Context: an optimization exercise on an open-source flow, tuned for small area and a short achievable clock period. The choices shown serve that exercise and are no tape-out recipe. At most, simulation tests tie the RTL to the original design; equivalence was not proved. No activity file was given, so power comes from the tool's default toggle rates.

## map_data_structure
module map_data_structure #(
    parameter KEY_WIDTH = 16,
    parameter VALUE_WIDTH = 16,
    parameter MAP_SIZE = 32
)(
    input wire clk,
    input wire reset,
    input wire [KEY_WIDTH-1:0] key_in,
    input wire [VALUE_WIDTH-1:0] value_in,
    input wire [1:0] op,  
    input wire valid_in,
    output wire ready_out,
    output wire [VALUE_WIDTH-1:0] value_out,
    output wire valid_out,
    input wire ready_in
);
    localparam NOP = 2'b00,
               INSERT = 2'b01,
               DELETE = 2'b10,
               LOOKUP = 2'b11;
    reg [KEY_WIDTH-1:0] keys [0:MAP_SIZE-1];
    reg [VALUE_WIDTH-1:0] values [0:MAP_SIZE-1];
    reg [MAP_SIZE-1:0] valid;
    wire [MAP_SIZE-1:0] match;
    genvar g;
    generate
        for (g = 0; g < MAP_SIZE; g = g + 1) begin : m
            assign match[g] = valid[g] && (keys[g] == key_in);
        end
    endgenerate
    wire hit = |match;
    reg [VALUE_WIDTH-1:0] sel_value;
    integer i;
    always @(*) begin
        sel_value = {VALUE_WIDTH{1'b0}};
        for (i = 0; i < MAP_SIZE; i = i + 1)
            sel_value = sel_value | (values[i] & {VALUE_WIDTH{match[i]}});
    end
    wire [MAP_SIZE-1:0] first_free = ~valid & (valid + 1'b1);
    wire full = &valid;
    wire do_insert = (op == INSERT) && valid_in && !full;
    wire do_delete = (op == DELETE) && valid_in;
    always @(posedge clk) begin
        if (reset)
            valid <= {MAP_SIZE{1'b0}};
        else
  ...
For scale: about 56 I/O pins, about 46000 um2 of cells after synthesis.
clock: 10.0 ns
lec_check: 0
abc_area: 1
cap_margin: 20
core_margin: 2
core_utilization: 60
cts_buf_list: sky130_fd_sc_hd__clkbuf_16
cts_cluster_diameter: 60
cts_cluster_size: 30
setup_slack_margin: 4
slew_margin: 20
run.sh (not shown) runs the stock make flow with config.mk's settings and CLKGATE_MAP_FILE= SYNTH_SCRIPT=/design/flow/synth_recipe.tcl, a recipe that flattens the netlist after the stock synthesis.
The first run passed the timing, DRC and antenna checks.
Next try:
ABC_AREA = default   (was 1)
CORE_UTILIZATION = 45   (was 60)
CTS_BUF_LIST = default   (was sky130_fd_sc_hd__clkbuf_16)
CTS_CLUSTER_DIAMETER = default   (was 60)
CTS_CLUSTER_SIZE = default   (was 30)
SETUP_SLACK_MARGIN = default   (was 4)
Utilization shrinks by 21 points; combinational power went down by well over a third; cell count goes down by a quarter to a third; worst setup slack loses 2.0 ns; global-route usage is lower by 15 points; register-to-register slack gets better by 0.70 ns; non-clock buffer count came out lower by 167; via count went down by a quarter to a third; count of clock-buffer cells in the layout came out higher by 62; fmax is lower by a quarter to a third; clock skew drops by 0.0096 ns.

---

map_data_structure, a different RTL version from the one above (not shown whole).
Size in the first run: about 4,500 cells after synthesis, roughly 1,100 flip-flops, about 56 I/O pins, ~46,000 um^2 of cells after synthesis.
Settings: LEC_CHECK=0, ABC_AREA=1, CAP_MARGIN=20, CORE_MARGIN=2, CORE_UTILIZATION=60, CTS_BUF_LIST=sky130_fd_sc_hd__clkbuf_8, CTS_CLUSTER_DIAMETER=60, CTS_CLUSTER_SIZE=16, SETUP_SLACK_MARGIN=4, SLEW_MARGIN=20, SYNTH_HIERARCHICAL=1, SYNTH_MINIMUM_KEEP_SIZE=0; clock period 10.0 ns.
The starting point went through all stages and came out clean.
Next try:
--- a/flow/config.mk
+++ b/flow/config.mk
@@ -7,3 +7,2 @@
 export LEC_CHECK = 0
-export ABC_AREA = 1
 export CAP_MARGIN = 20
Effect: Cell area drops by 12%; global-route usage drops by 2.0 points; sequential cell count does not change; total power drops by 2.3%; setup slack loses 360 ps.
Function was not checked in any run of this note: the RTL went through the layout flow alone.

---

## run 1
map_data_structure, a different RTL version from the one above (not shown whole).
For scale: roughly 2600 cells after synthesis, ~56 I/O pins, roughly 0.041 mm^2 of cells after synthesis.
clock: 10.0 ns
lec_check: 0
cap_margin: 20
core_margin: 2
core_utilization: 60
cts_buf_list: sky130_fd_sc_hd__clkbuf_16
cts_cluster_diameter: 100
cts_cluster_size: 30
setup_slack_margin: 3.75
slew_margin: 20
synth_hierarchical: 1
synth_minimum_keep_size: 0
Run 1 finished every step from synthesis to the final layout, and the layout passed the timing, DRC and antenna checks.
## Diff of input files: run 2 against run 1
- putting PLACE_DENSITY at 0.65 where nothing was set
==> comparison <==
- Any difference in sequential power between run 2 and run 1 is small enough to ignore.
- Switching fraction of total power delta (run 1 -> run 2): insignificant
- Flip-flop and latch count: run 2 vs run 1 identical
- Run 2 went all the way through synthesis, placement and routing and the layout is clean on timing, DRC and antenna.
- When the final numbers for run 2 and run 1 were put side by side, the number of setup buffers added after CTS turned out to be smaller in run 2.
- Diff run 2..run 1 | number of port buffers | unchanged
- Of the two values seen for top metal layer carrying routed signals, met4 was produced by run 2 and met5 by run 1.
- Between run 2 and run 1, the die area figures differ only marginally.
- The lower total power came out of run 2.
- Highest clock rate: run 2 > run 1
- [compare] base=run 1 new=run 2: final critical delay including setup and external delays down 0.041 ns, maximum number of pins on one net before global-route repair down 13.
--- input diff run 2..run 3 ---
- PLACE_DENSITY no longer set, was 0.65
- CTS_CLUSTER_DIAMETER now 60, was 100
- CTS_BUF_LIST now sky130_fd_sc_hd__clkbuf_8, was sky130_fd_sc_hd__clkbuf_16
- SETUP_SLACK_MARGIN now 3.5, was 3.75
- CTS_CLUSTER_SIZE now 16, was 30
## What came out
Run 2 → run 3: vias after detailed routing lower; placer congestion estimate lower; clock power roughly the same; total number of H-tree levels higher.
Run 3 vs run 2 — average wire per standard cell dropped about 1.3%.
The maximum frequency from static timing analysis in run 3 is 0.945 times that in run 2.
[run 3] wire length of the first global-routing pass fell about 3.7% relative to run 2
Compared with run 2, in run 3 number of fillers in the final layout went up by 2.6%; non-clock buffer count -28%.
For the clock network fraction of design power, run 3 came in 0.4 points higher than run 2 did.
Of the two values seen for critical path's slowest cell, clkdlybuf4s50_1 was produced by run 3 and nor2_4 by run 2.
Routed length on met1 went down by a few percent going from run 2 to run 3.
Edits applied to the flow inputs when going from run 3 to run 4:
- an added PLACE_DENSITY of 0.72
- a change of SETUP_SLACK_MARGIN from 3.5 to 3.75
- a change of CTS_CLUSTER_SIZE from 16 to 30
- a change of CTS_BUF_LIST from sky130_fd_sc_hd__clkbuf_8 to sky130_fd_sc_hd__clkbuf_16
- a change of CTS_CLUSTER_DIAMETER from 60 to 100
- a change of CORE_UTILIZATION from 60 to 55
Findings:
- Re initial antenna violation count: run 4 is 1 up on run 3.
- In the tables for run 4 and run 3, global-route usage reads lower with run 4.
- Number of buffers inserted to repair setup after CTS (run 4 over run 3): increase, 67
- Fraction of power consumed by the clock network in run 4 is 0.3 points lower than in run 3
- What run 4 reported for final weighted congestion in routability-driven placement has to be multiplied by 1.06 to get the figure for run 3.
- Wire length of the first global-routing pass for run 4: 4.3% up relative to run 3
- Comparing run 4 and run 3, the higher length of routed met3 wiring is on run 4.
- Going from run 3 to run 4, setup slack grows by 0.24 ns.
- The area inside the core boundary of run 4 was inferior to that of run 3.

[re-timing with driven ports]
How much do the figures lean on ideal ports? The routed layouts below were timed once more, with nothing changed but the port constraints.
Step 1 sets driving cells, clkbuf_16 on the clock port and buf_2 on the other inputs (assumed; they add their load-dependent delay and slew).
Step 2, shift: input delay + t, output delay - t, t = (earliest + latest rising clock arrival at the registers) / 2. This alone moves slack from input paths to output paths.
Three values: ideal ports, drivers, drivers and shift; two values: the first two.
run | shift t [ns] | setup slack, ns | worst data-port slew with drivers (ns)
the first run of note 1 | 0.714 | 3.927 / 3.866 / 3.866 | 0.09
the second run of note 1 | 0.722 | 1.889 / 1.852 / 1.852 | 0.13
the first run of note 2 | 0.786 | 3.864 / 3.580 / 3.580 | 0.37
the second run of note 2 | 0.742 | 3.507 / 3.234 / 3.234 | 0.32
run 1 | 0.692 | 3.733 / 3.578 / 3.578 | 0.29
run 2 | 0.680 | 3.774 / 3.598 / 3.598 | 0.37
run 3 | 0.751 | 3.413 / 3.183 / 3.183 | 0.33
run 4 | 0.679 | 3.649 / 3.454 / 3.454 | 0.28
After both steps every run listed still meets setup and hold. For the first run of note 2, which loses most, drivers alone change the setup slack by -0.284 ns; drivers and shift together by -0.284 ns.
